This design comes from an exercise in tuning for small area on the open sky130 flow, not from production work.
The RTL was checked by simulation tests, not by an equivalence proof against the original design.

==> 10-24: inputs <==
// HDR_4f
module HDR_4f
#(
  parameter  C_DATA_WIDTH              = 24
)
(
  input  wire                    reset       ,
  input  wire                    clk         ,
  input  wire                    data_in_VS  ,
  input  wire                    data_in_HS  ,
  input  wire                    data_in_DE  ,
  input  wire [C_DATA_WIDTH-1:0] data_in_B   ,
  input  wire [C_DATA_WIDTH-1:0] data_in_MH  ,
  input  wire [C_DATA_WIDTH-1:0] data_in_ML  ,
  input  wire [C_DATA_WIDTH-1:0] data_in_D   ,
  output wire                    data_out_VS ,
  output wire                    data_out_HS ,
  output wire                    data_out_DE ,
  output wire [C_DATA_WIDTH+5:0] data_out
) ;
  localparam TOTAL_DELAY = 40;
  localparam NCOMP       = 22;
  localparam NDLY        = TOTAL_DELAY - NCOMP;
  genvar gi;
  reg [TOTAL_DELAY-1:0] VS_d;
  reg [TOTAL_DELAY-1:0] HS_d;
  reg [TOTAL_DELAY-1:0] DE_d;
  reg [5:0]             rst_cnt;
  wire                  out_ok = rst_cnt[5] & rst_cnt[3];    
  always @(posedge clk)
  begin
    VS_d <= {VS_d[TOTAL_DELAY-2:0], data_in_VS};
    HS_d <= {HS_d[TOTAL_DELAY-2:0], data_in_HS};
    DE_d <= {DE_d[TOTAL_DELAY-2:0], data_in_DE};
  end
  always @(posedge clk or posedge reset)
  begin
    if (reset)
      rst_cnt <= 6'd0;
    else if (!out_ok)
      rst_cnt <= rst_cnt + 6'd1;
  end
  assign data_out_VS = VS_d[TOTAL_DELAY-1] | ~out_ok;
  assign data_out_HS = HS_d[TOTAL_DELAY-1] | ~out_ok;
  assign data_out_DE = DE_d[TOTAL_DELAY-1] &  out_ok;
  wire [95:0] ch_in = {data_in_B, data_in_MH, data_in_ML, data_in_D};
  reg  [95:0] ch_1;
  reg  [9:0]  s_B, s_MH, s_ML, s_D;
  always @(posedge clk)
  begin
    ch_1 <= ch_in;
    s_B  <= ch_in[95:88] + ch_in[87:80] + ch_in[79:72];
    s_MH <= ch_in[71:64] + ch_in[63:56] + ch_in[55:48];
    s_ML <= ch_in[47:40] + ch_in[39:32] + ch_in[31:24];
    s_D  <= ch_in[23:16] + ch_in[15:8]  + ch_in[7:0];
  end
  wire [7:0]  wl_B, wl_MH, wl_ML, wl_D;
  weight_lut u_lut_B  (.s(s_B ), .w(wl_B ));
Settings: LEC_CHECK=0, CAP_MARGIN=20, CORE_MARGIN=2, CORE_UTILIZATION=40, CTS_CLUSTER_DIAMETER=80, CTS_CLUSTER_SIZE=26, PLACE_DENSITY=0.6, SLEW_MARGIN=20, SYNTH_HIERARCHICAL=1, SYNTH_MINIMUM_KEEP_SIZE=0; clock period 5.0 ns.
run.sh (not shown) runs the stock make flow with config.mk's settings and CLKGATE_MAP_FILE= SYNTH_SCRIPT=/design/flow/synth_recipe.tcl, a recipe that flattens the netlist after the stock synthesis.
==> 10-25: changes against 10-24 <==
--- a/flow/design.v
+++ b/flow/design.v
@@ -778,37 +778,38 @@
   assign cy[11] = sh[10] | cy[10];
   assign cy[0]  = 1'b1;
   assign qb = cy[11];
   assign rn = qb ? t[9:0] : sh[9:0];
 endmodule
 module hdr_nrstep
 (
-  input  wire [10:0] shc,
-  input  wire [7:0]  d,
+  input  wire [10:0] sh,
+  input  wire [7:0]  nd,
   output wire        qb,
   output wire [9:0]  wn
 );
   wire [11:0] cy;
   wire [10:0] t;
-  assign cy[0] = 1'b0;
-  hdr_ha u_ha (.a(shc[0]), .b(d[0]), .s(t[0]), .co(cy[1]));
+  assign cy[0] = 1'b1;
+  assign t[0]  = ~(sh[0] ^ nd[0]);
+  assign cy[1] = sh[0] | nd[0];
   genvar i;
   generate
     for (i = 1; i < 8; i = i + 1)
     begin: g_fa
-      hdr_fa u_fa (.a(shc[i]), .b(d[i]), .c(cy[i]), .s(t[i]), .co(cy[i+1]));
+      hdr_fa u_fa (.a(sh[i]), .b(nd[i]), .c(cy[i]), .s(t[i]), .co(cy[i+1]));
     end
     for (i = 8; i < 11; i = i + 1)
     begin: g_inc
-      assign t[i]    = shc[i] ^ cy[i];
-      assign cy[i+1] = shc[i] & cy[i];
+      assign t[i]    = ~(sh[i] ^ cy[i]);
+      assign cy[i+1] = sh[i] | cy[i];
     end
   endgenerate
-  assign qb = t[10];
-  assign wn = qb ? t[9:0] : shc[9:0];
+  assign qb = ~t[10];
+  assign wn = qb ? t[9:0] : sh[9:0];
 endmodule
 module HDR_4f
 #(
   parameter  C_DATA_WIDTH              = 24
 )
 (
   input  wire                    reset       ,
@@ -846,25 +847,21 @@
       rst_cnt <= 6'd0;
     else if (!out_ok)
       rst_cnt <= rst_cnt + 6'd1;
   end
   assign data_out_VS = VS_d[TOTAL_DELAY-1] | ~out_ok;
   assign data_out_HS = HS_d[TOTAL_DELAY-1] | ~out_ok;
   assign data_out_DE = DE_d[TOTAL_DELAY-1] &  out_ok;
-  wire [95:0] ch_in = {data_in_B, data_in_MH, data_in_ML, data_in_D};
-  reg  [95:0] ch_1;
-  reg  [9:0]  s_B, s_MH, s_ML, s_D;
+  reg [95:0] ch_1;
   always @(posedge clk)
-  begin
-    ch_1 <= ch_in;
-    s_B  <= ch_in[95:88] + ch_in[87:80] + ch_in[79:72];
-    s_MH <= ch_in[71:64] + ch_in[63:56] + ch_in[55:48];
-    s_ML <= ch_in[47:40] + ch_in[39:32] + ch_in[31:24];
-    s_D  <= ch_in[23:16] + ch_in[15:8]  + ch_in[7:0];
-  end
+    ch_1 <= {data_in_B, data_in_MH, data_in_ML, data_in_D};
+  wire [9:0]  s_B  = ch_1[95:88] + ch_1[87:80] + ch_1[79:72];
+  wire [9:0]  s_MH = ch_1[71:64] + ch_1[63:56] + ch_1[55:48];
+  wire [9:0]  s_ML = ch_1[47:40] + ch_1[39:32] + ch_1[31:24];
+  wire [9:0]  s_D  = ch_1[23:16] + ch_1[15:8]  + ch_1[7:0];
   wire [7:0]  wl_B, wl_MH, wl_ML, wl_D;
   weight_lut u_lut_B  (.s(s_B ), .w(wl_B ));
   weight_lut u_lut_MH (.s(s_MH), .w(wl_MH));
   weight_lut u_lut_ML (.s(s_ML), .w(wl_ML));
   weight_lut u_lut_D  (.s(s_D ), .w(wl_D ));
   wire ts_n1, ts_n2;
   hdr_ha u_ts_ha3 (.a(s_B[0]), .b(s_MH[0]), .s(ts_n1), .co(ts_n2));
@@ -3072,23 +3069,23 @@
   wire [17:0] zm_r_b = {1'b1, zm_r_n154, zm_r_n153, zm_r_n150, zm_r_n147, zm_r_n144, zm_r_n141, zm_r_n138, zm_r_n135, zm_r_n132, zm_r_n129, zm_r_n126, zm_r_n123, zm_r_n120, zm_r_n117, zm_r_n115, ~(a_r[1] & l_a[0]), 1'b1};
   wire [17:0] zm_g_a = {1'b1, ~(a_g[7] & l_a[9]), zm_g_n151, zm_g_n148, zm_g_n145, zm_g_n142, zm_g_n139, zm_g_n136, zm_g_n133, zm_g_n130, zm_g_n127, zm_g_n124, zm_g_n121, zm_g_n118, zm_g_n116, ~(a_g[2] & l_a[0]), ~(a_g[0] & l_a[1]), ~(a_g[0] & l_a[0])};
   wire [17:0] zm_g_b = {1'b1, zm_g_n154, zm_g_n153, zm_g_n150, zm_g_n147, zm_g_n144, zm_g_n141, zm_g_n138, zm_g_n135, zm_g_n132, zm_g_n129, zm_g_n126, zm_g_n123, zm_g_n120, zm_g_n117, zm_g_n115, ~(a_g[1] & l_a[0]), 1'b1};
   wire [17:0] zm_b_a = {1'b1, ~(a_b[7] & l_a[9]), zm_b_n151, zm_b_n148, zm_b_n145, zm_b_n142, zm_b_n139, zm_b_n136, zm_b_n133, zm_b_n130, zm_b_n127, zm_b_n124, zm_b_n121, zm_b_n118, zm_b_n116, ~(a_b[2] & l_a[0]), ~(a_b[0] & l_a[1]), ~(a_b[0] & l_a[0])};
   wire [17:0] zm_b_b = {1'b1, zm_b_n154, zm_b_n153, zm_b_n150, zm_b_n147, zm_b_n144, zm_b_n141, zm_b_n138, zm_b_n135, zm_b_n132, zm_b_n129, zm_b_n126, zm_b_n123, zm_b_n120, zm_b_n117, zm_b_n115, ~(a_b[1] & l_a[0]), 1'b1};
   localparam NRW = 3*30 + 11;
   wire [NRW-1:0] nr_st [0:10];
-  wire [17:0] zp_r = zm_r_a + zm_r_b + 18'd1;
-  wire [17:0] zp_g = zm_g_a + zm_g_b + 18'd1;
-  wire [17:0] zp_b = zm_b_a + zm_b_b + 18'd1;
+  wire [17:0] zp_r = ~(zm_r_a + zm_r_b + 18'd1);
+  wire [17:0] zp_g = ~(zm_g_a + zm_g_b + 18'd1);
+  wire [17:0] zp_b = ~(zm_b_a + zm_b_b + 18'd1);
   reg [NRW-1:0] z_12;
   always @(posedge clk)
-    z_12 <= {3'd0, lc_s[17:10],
-             2'b11, zp_b, 10'd0,
-             2'b11, zp_g, 10'd0,
-             2'b11, zp_r, 10'd0};
+    z_12 <= {~{3'd0, lc_s[17:10]},
+             2'd0, zp_b, 10'd0,
+             2'd0, zp_g, 10'd0,
+             2'd0, zp_r, 10'd0};
   assign nr_st[0] = z_12;
   generate
     for (gi = 1; gi <= 10; gi = gi + 1)
     begin: g_nr
       wire [NRW-1:0] cur = nr_st[gi-1];
       wire [10:0]    nd  = cur[NRW-1 -: 11];
       wire [NRW-1:0] nxt;
@@ -3098,15 +3095,15 @@
         wire [29:0] st  = cur[30*c+29 -: 30];
         wire [9:0]  win = st[29:20];
         wire [9:0]  zl  = st[19:10];
         wire [9:0]  q   = st[9:0];
         wire [10:0] sh  = {win, zl[9]};
         wire        qb;
         wire [9:0]  wn;
-        hdr_nrstep u_step (.shc(sh), .d(nd[7:0]), .qb(qb), .wn(wn));
+        hdr_nrstep u_step (.sh(sh), .nd(nd[7:0]), .qb(qb), .wn(wn));
         assign nxt[30*c+29 -: 30] = {wn, zl[8:0], 1'b0, q[8:0], qb};
       end
       assign nxt[NRW-1 -: 11] = nd;
       reg [NRW-1:0] r;
       always @(posedge clk) r <= nxt;
       assign nr_st[gi] = r;
     end
Settings changed: GPL_TIMING_DRIVEN set to 0.
==> qor summary <==
Placed cell area: 10-25 0.111 sq mm; 10-24 0.111 sq mm
Outcome: 10-25 complete, no violations; 10-24 complete, no violations
Total number of vias: 10-25 61690; 10-24 61325
Number of clock buffers in the layout: 10-25 116; 10-24 123
Routed length on met1: 10-25 109000 microns; 10-24 111000 microns
Crit. Startpoint: 10-25 w_2[13]$_DFF_P_; 10-24 d1_st[5][88]$_DFF_P_
Mapped Cells: 10-25 8447; 10-24 8419
Post-DP HPWL: 10-25 209000 microns; 10-24 207000 microns
Post-synthesis area per instance: 10-25 12.3 sq um; 10-24 12.4 sq um
Worst hold margin: 10-25 0.264 ns; 10-24 0.284 ns
First-pass GRT wire length: 10-25 406000 microns; 10-24 409000 microns
Area overhead of the layout relative to synthesis: 10-25 11.0%; 10-24 9.97%
Ant diodes: 10-25 6; 10-24 7
Worst Reg-to-Reg Cells: 10-25 9; 10-24 14

-- what the ideal ports hide --
In the flow no input, the clock included, has a driving cell. The finished layouts below were timed again as built, in two steps. Step 1 sets driving cells, clkbuf_16 on the clock port and buf_2 on the other inputs (assumed; they add their load-dependent delay and slew). Step 2 moves the port delays by t, midway between the first and last clock arrival at a register: inputs arrive t later, outputs are due t later. That takes back most of the time a late clock gives input paths. a / b / c = ideal ports / drivers / drivers and shift; a / b = the first two.
| run | shift t [ns] | setup WS [ns] | clock arrival spread, ns | worst slew at a driven data input, ns |
|---|---|---|---|---|
| 10-24 | 0.918 | 0.095 / 0.095 / 0.095 | 0.090 / 0.090 | 0.06 |
| 10-25 | 0.867 | 0.075 / 0.075 / 0.075 | 0.090 / 0.090 | 0.06 |
After both steps every run listed still meets setup and hold.
